Context: an optimization exercise on an open-source flow, tuned for small area, a short achievable clock period and few clock cycles per item. The choices shown serve that exercise and are no tape-out recipe. The RTL was checked by simulation tests, not by an equivalence proof against the original design.

// multipli
module multipli
#(parameter int N = 32)
(
	input  logic                        CLOCK,
	input  logic                        RESET,
	input  logic                        START,
	input  logic signed [N-1:0]         A,B,
	output logic signed [2*N-1:0]       S,
	output logic                        END_MULT
);
Size: ~130 I/O pins, roughly 11000 sq um of cells after synthesis.
Settings: LEC_CHECK=0, ABC_AREA=1, CAP_MARGIN=20, CORE_MARGIN=2, CORE_UTILIZATION=40, SETUP_SLACK_MARGIN=1.15, SLEW_MARGIN=20; clock period 5.0 ns.
standard.sh (not shown) runs the stock make flow with config.mk's settings and CLKGATE_MAP_FILE= SYNTH_SCRIPT=/design/flow/synth_recipe.tcl, a recipe that flattens the netlist after the stock synthesis.
==> flow/flow/run.sh <==
#!/bin/bash
# Layout flow: the standard flow (standard.sh) with two changes.
# 1. The port buffers that global placement inserts are made from
#    sky130_fd_sc_hd__buf_1 instead of the default pick; the resizer upsizes
#    them where timing or slew needs it.
# 2. After the standard synthesis, flow/fixinv.py removes inverters around
#    the full-adder cells (an adder with all inputs and outputs complemented
#    is the same adder) and swaps gates for their complements where that
#    saves an inverter. Registers are not touched.
# Each tool's output goes to a log of its own in this folder.
set -e
export BUFFER_PORTS_ARGS="-buffer_cell sky130_fd_sc_hd__buf_1"
RES=orfs/results/sky130hd/multipli/base
OR=$(command -v openroad || echo /OpenROAD-flow-scripts/tools/install/OpenROAD/bin/openroad)
bash standard.sh synth > synth.log 2>&1
cp $RES/1_synth.odb $RES/1_synth_std.odb
"$OR" -python -no_init flow/fixinv.py $RES/1_synth_std.odb $RES/1_synth.odb > fixinv.log 2>&1
bash standard.sh > standard.log 2>&1
Other scripts of this flow, unchanged in this note and not shown: flow/flow/fixinv.py
Testbench counts at the start, summed over its fixed seeds: cycles 7,992, items 1,600.
Change:
- SETUP_SLACK_MARGIN: 1.15 -> 1.7
After rerunning: The new run completed without violations. Area after synthesis does not change. Die area stays the same. Critical path depth is unchanged. Wire length rose by 22%. Sequential share of layout area falls by 5.9 points.

* * *

multipli, a different RTL version from the one above (not shown whole).
For scale: ~130 I/O pins, ~11,000 sq um of cells after synthesis.
Settings: LEC_CHECK=0, ABC_AREA=1, CAP_MARGIN=20, CORE_MARGIN=2, CORE_UTILIZATION=40, SLEW_MARGIN=20; clock period 5.0 ns.
Scripts as last shown in full above: flow/flow/run.sh
Other scripts of this flow, unchanged in this note and not shown: flow/flow/fixinv.py
Testbench counts at the start, summed over its fixed seeds: cycles 7,992, items 1,600.
==> next run, changes <==
- SETUP_SLACK_MARGIN: unset -> 1.0
Design area climbs by 1.7%.
Wire length came out higher by about 5%.
Setup slack gains 0.41 ns.
==> next run, changes <==
- SETUP_SLACK_MARGIN: 1.0 -> 1.3
- final cell count is higher slightly
- synthesized cell count is unchanged
- worst setup slack is better by 0.25 ns
- wire length is higher by a few percent
==> next run, changes <==
- ABC_AREA: 1 -> unset
- SETUP_SLACK_MARGIN: 1.3 -> unset
Effect:
- synthesized area goes down by 5.9%
- die area goes down by 5.7%
- hold slack improves by 0.010 ns
- non-clock buffer count goes down by 25
- critical path depth goes down by 3
- flip-flop and latch count stays the same

* * *

multipli, a different RTL version from the one above (not shown whole).
Size: ~960 cells after synthesis, ~11000 sq um of cells after synthesis.
==> flow/config.mk <==
export PLATFORM = sky130hd
export DESIGN_NAME = multipli
export DESIGN_NICKNAME = multipli
export VERILOG_FILES = /design/flow/design.v
export SDC_FILE = /design/flow/constraint.sdc
export NUM_CORES = 4
export LEC_CHECK = 0
export CAP_MARGIN = 20
export CORE_MARGIN = 2
export CORE_UTILIZATION = 40
export SLEW_MARGIN = 20
==> flow/constraint.sdc <==
create_clock -name core_clock -period 5.0 [get_ports {CLOCK}]
set_input_delay 1.0000 -clock core_clock [delete_from_list [all_inputs] [get_ports {CLOCK}]]
set_output_delay 1.0000 -clock core_clock [all_outputs]
set_load 0.01 [all_outputs]
==> flow/flow/run.sh <==
#!/bin/bash
# Layout flow: the standard flow (standard.sh), with the port buffers
# that global placement inserts made from sky130_fd_sc_hd__buf_1 instead of
# the default pick; the resizer upsizes them where timing or slew needs it.
set -e
export BUFFER_PORTS_ARGS="-buffer_cell sky130_fd_sc_hd__buf_1"
bash standard.sh > standard.log 2>&1
The first run ran to the end with no violations.
Testbench counts at the start, summed over its fixed seeds: cycles 7,992, items 1,600.
Edit:
==> flow/run.sh (new file) <==
#!/bin/bash
# synth_recipe.tcl (not shown) runs the flow's synth.tcl, then flattens the netlist and writes it again
# the make line also repeats each setting of config.mk as NAME=value (left out here)
make -C /OpenROAD-flow-scripts/flow DESIGN_CONFIG=/design/flow/config.mk WORK_HOME=/design/flow/orfs CLKGATE_MAP_FILE= SYNTH_SCRIPT=/design/flow/synth_recipe.tcl finish
removed: flow/flow/run.sh
removed: flow/standard.sh
What happened:
- worst hold slack improved by 0.17 ns
- routed wire length is lower by 3.7%
- via count came out lower by 2.4%
- die area is unchanged
- non-clock buffer count decreases by 1

* * *

multipli with an RTL version that a note above also has.
Size: about 11000 um^2 of cells after synthesis.
clock: 5.0 ns
lec_check: 0
abc_area: 1
cap_margin: 20
core_margin: 2
core_utilization: 40
setup_slack_margin: 1.5
slew_margin: 20
==> flow/flow/run.sh <==
#!/bin/bash
# Layout flow: the standard flow (standard.sh) with two changes.
# 1. The port buffers that global placement inserts are made from
#    sky130_fd_sc_hd__buf_1 instead of the default pick; the resizer upsizes
#    them where timing or slew needs it.
# 2. After the standard synthesis, flow/fixinv.py removes inverters around
#    the full-adder cells (an adder with all inputs and outputs complemented
#    is the same adder) and swaps gates for their complements where that
#    saves an inverter. Registers are not touched.
# Each tool's output goes to a log of its own in this folder.
set -e
export BUFFER_PORTS_ARGS="-buffer_cell sky130_fd_sc_hd__buf_1"
RES=orfs/results/sky130hd/multipli/base
OR=$(command -v openroad || echo /OpenROAD-flow-scripts/tools/install/OpenROAD/bin/openroad)
bash standard.sh synth > synth.log 2>&1
cp $RES/1_synth.odb $RES/1_synth_std.odb
"$OR" -python -no_init flow/fixinv.py $RES/1_synth_std.odb $RES/1_synth.odb > fixinv.log 2>&1
bash standard.sh > standard.log 2>&1
Other scripts of this flow, unchanged in this note and not shown: flow/flow/fixinv.py
Testbench counts at the start, summed over its fixed seeds: cycles 7,992, items 1,600.
Then changed:
Settings changed: CORE_UTILIZATION 40 to 55, SETUP_SLACK_MARGIN 1.5 to 1.3.
The changed run went through all stages and came out clean.
Area after synthesis is unchanged.
Worst setup slack degrades by 0.071 ns.
Die area came out lower by 27%.
Cell area falls by about 12%.
Cell count came out lower by about 7%.
Then changed:
Settings changed: CORE_UTILIZATION 55 to 40, PLACE_DENSITY set to 0.7.
What happened:
- global-route usage came out lower by 7.0 points
- synthesized area does not change
- wire length came out higher by about 3.5%
- utilization came out lower by 17 points
- final cell count came out higher by 4.4%
- die area came out higher by about 36%
Then changed:
Settings changed: PLACE_DENSITY 0.7 to not set, SETUP_SLACK_MARGIN 1.3 to 1.0.
What happened: The changed run ran to the end with no violations; count of clock-buffer cells in the layout is unchanged; sequential share of layout area rises by 0.98 points; routed wire length decreases by 5.1%.

* * *

multipli, a different RTL version from the one above (not shown whole).
Size: ~110 flip-flops, ~130 I/O pins.
==> flow/config.mk <==
export PLATFORM = sky130hd
export DESIGN_NAME = multipli
export DESIGN_NICKNAME = multipli
export VERILOG_FILES = /design/flow/design.v
export SDC_FILE = /design/flow/constraint.sdc
export NUM_CORES = 4
export LEC_CHECK = 0
export CAP_MARGIN = 20
export CORE_MARGIN = 2
export CORE_UTILIZATION = 40
export SETUP_SLACK_MARGIN = 0.8
export SLEW_MARGIN = 20
==> flow/constraint.sdc <==
create_clock -name core_clock -period 5.0 [get_ports {CLOCK}]
set_input_delay 1.0000 -clock core_clock [delete_from_list [all_inputs] [get_ports {CLOCK}]]
set_output_delay 1.0000 -clock core_clock [all_outputs]
set_load 0.01 [all_outputs]
==> flow/flow/run.sh <==
#!/bin/bash
# Layout flow: the standard flow (standard.sh), with the port buffers
# that global placement inserts made from sky130_fd_sc_hd__buf_1 instead of
# the default pick; the resizer upsizes them where timing or slew needs it.
set -e
export BUFFER_PORTS_ARGS="-buffer_cell sky130_fd_sc_hd__buf_1"
bash standard.sh > standard.log 2>&1
Testbench counts at the start, summed over its fixed seeds: cycles 7,992, items 1,600.
Edit:
- ABC_AREA: default -> 1
- SETUP_SLACK_MARGIN: 0.8 -> default
What happened:
- via count is higher by about 8%
- cell count grows by about 17%
Edit:
- ABC_AREA: 1 -> default
=> Setup slack got worse by 0.17 ns. Routed wire length shrinks by 3.1%. Maximum frequency came out lower by 3.9%.
Edit:
- ABC_AREA: default -> 1
- SETUP_SLACK_MARGIN: default -> 1.0
Result: Sequential share of layout area went down by 0.47 points; first-iteration DRC count goes down by a little under a tenth; wire length came out higher by a few percent; hold slack stays flat; register-to-register slack improves by 0.38 ns; via count increases by roughly a tenth; non-clock buffer count is lower by 2; fmax came out higher by roughly a tenth; die area came out higher by a few percent; setup slack gains 0.45 ns.

* * *

RTL: one of the versions met above, not the one the previous note started from.
For scale: about 930 cells after synthesis, about 130 I/O pins, about 10,000 sq um of cells after synthesis.
export LEC_CHECK = 0
export CAP_MARGIN = 20
export CORE_MARGIN = 2
export CORE_UTILIZATION = 40
export SETUP_SLACK_MARGIN = 1.2
export SLEW_MARGIN = 20
create_clock -name core_clock -period 5.0 [get_ports {CLOCK}]
==> flow/flow/run.sh <==
#!/bin/bash
# Layout flow: the standard flow (standard.sh) with two changes.
# 1. The port buffers that global placement inserts are made from
#    sky130_fd_sc_hd__buf_1 instead of the default pick; the resizer upsizes
#    them where timing or slew needs it.
# 2. After the standard synthesis, flow/fixinv.py removes inverters around
#    the full-adder cells (an adder with all inputs and outputs complemented
#    is the same adder) and swaps gates for their complements where that
#    saves an inverter. Registers are not touched.
# Each tool's output goes to a log of its own in this folder.
set -e
export BUFFER_PORTS_ARGS="-buffer_cell sky130_fd_sc_hd__buf_1"
RES=orfs/results/sky130hd/multipli/base
OR=$(command -v openroad || echo /OpenROAD-flow-scripts/tools/install/OpenROAD/bin/openroad)
bash standard.sh synth > synth.log 2>&1
cp $RES/1_synth.odb $RES/1_synth_std.odb
"$OR" -python -no_init flow/fixinv.py $RES/1_synth_std.odb $RES/1_synth.odb > fixinv.log 2>&1
bash standard.sh > standard.log 2>&1
Other scripts of this flow, unchanged in this note and not shown: flow/flow/fixinv.py
Testbench counts at the start, summed over its fixed seeds: cycles 7,992, items 1,600.
Edit:
--- a/flow/config.mk
+++ b/flow/config.mk
@@ -10,3 +10,3 @@
 export CORE_UTILIZATION = 40
-export SETUP_SLACK_MARGIN = 1.2
+export SETUP_SLACK_MARGIN = 0.8
 export SLEW_MARGIN = 20
Result: The changed run went through all stages and came out clean; count of clock-buffer cells in the layout fell by 1; global-route usage rose by 0.16 points; first-iteration DRC count rose by a quarter to a third; setup slack degrades by 55 ps; fmax fell slightly; wire length fell slightly; synthesized cell count is unchanged.

* * *

RTL: one of the versions met above, not the one the previous note started from.
Size in the first run: roughly 110 flip-flops, roughly 0.011 mm2 of cells after synthesis.
clock: 5.0 ns
lec_check: 0
cap_margin: 20
core_margin: 2
core_utilization: 60
place_density: 0.75
slew_margin: 20
==> flow/flow/run.sh <==
#!/bin/bash
# Layout flow: the standard flow (standard.sh), with the port buffers
# that global placement inserts made from sky130_fd_sc_hd__buf_1 instead of
# the default pick; the resizer upsizes them where timing or slew needs it.
set -e
export BUFFER_PORTS_ARGS="-buffer_cell sky130_fd_sc_hd__buf_1"
bash standard.sh > standard.log 2>&1
Testbench counts at the start, summed over its fixed seeds: cycles 7,992, items 1,600.
Then changed:
--- a/flow/config.mk
+++ b/flow/config.mk
@@ -10,2 +10,2 @@
-export CORE_UTILIZATION = 60
-export PLACE_DENSITY = 0.75
+export CORE_UTILIZATION = 40
+export SETUP_SLACK_MARGIN = 0.4
After rerunning:
- maximum frequency rose by 2.8%
- global-route usage drops by 7.4 points
- area after synthesis is unchanged
- wire length increases by 11%
- setup slack improved by 0.12 ns
- sequential share of layout area shrinks by 0.45 points

==> what the ideal ports hide <==
In the flow no input, the clock included, has a driving cell. The finished layouts below were timed again as built, in two steps. Step 1 (the two cells are an assumption about what drives the block):
set clk [get_ports {CLOCK}]
set_driving_cell -lib_cell sky130_fd_sc_hd__clkbuf_16 $clk
set_driving_cell -lib_cell sky130_fd_sc_hd__buf_2 [delete_from_list [all_inputs] $clk]
Step 2 also shifts input and output timing later by t, the mid clock arrival at the registers, as if the neighbouring blocks saw the same clock. Three values: ideal ports, drivers, drivers and shift; two values: the first two.
run | t, ns | slack for setup (ns) | slew at the worst register clock pin (ns) | worst slew at a driven data input, ns
the first run of note 1 | 0.415 | 1.281 / 1.242 / 0.879 | 0.09 / 0.09 | 0.06
the second run of note 1 | 0.404 | 1.330 / 1.325 / 0.921 | 0.08 / 0.08 | 0.08
the first run of note 2 | 0.415 | 0.686 / 0.686 / 0.583 | 0.09 / 0.09 | 0.05
the second run of note 2 | 0.411 | 1.092 / 1.092 / 0.792 | 0.09 / 0.09 | 0.05
the third run of note 2 | 0.409 | 1.341 / 1.348 / 0.952 | 0.09 / 0.09 | 0.06
the fourth run of note 2 | 0.406 | 0.248 / 0.207 / 0.523 | 0.09 / 0.09 | 0.05
the first run of note 3 | 0.410 | 0.569 / 0.569 / 0.520 | 0.10 / 0.10 | 0.08
the second run of note 3 | 0.405 | 0.295 / 0.247 / 0.441 | 0.09 / 0.09 | 0.06
the first run of note 4 | 0.412 | 1.421 / 1.373 / 1.017 | 0.09 / 0.09 | 0.08
the second run of note 4 | 0.408 | 1.350 / 1.349 / 0.958 | 0.09 / 0.09 | 0.06
the third run of note 4 | 0.408 | 1.350 / 1.306 / 0.977 | 0.09 / 0.09 | 0.05
the fourth run of note 4 | 0.417 | 1.097 / 1.050 / 0.800 | 0.09 / 0.09 | 0.06
the first run of note 5 | 0.397 | 0.847 / 0.803 / 0.664 | 0.08 / 0.08 | 0.09
the second run of note 5 | 0.408 | 0.884 / 0.884 / 0.597 | 0.08 / 0.08 | 0.06
the third run of note 5 | 0.398 | 0.717 / 0.672 / 0.664 | 0.08 / 0.08 | 0.08
the fourth run of note 5 | 0.413 | 1.166 / 1.120 / 0.831 | 0.08 / 0.08 | 0.06
the first run of note 6 | 0.407 | 0.799 / 0.752 / 0.746 | 0.09 / 0.09 | 0.06
the second run of note 6 | 0.406 | 0.744 / 0.702 / 0.621 | 0.09 / 0.09 | 0.05
the first run of note 7 | 0.400 | 0.481 / 0.481 / 0.466 | 0.09 / 0.09 | 0.06
the second run of note 7 | 0.410 | 0.604 / 0.604 / 0.574 | 0.10 / 0.10 | 0.08
After both steps every run listed still meets setup and hold. The setup slack of the second run of note 1, which loses most, moves by -0.005 ns with the drivers and by -0.409 ns with both steps.
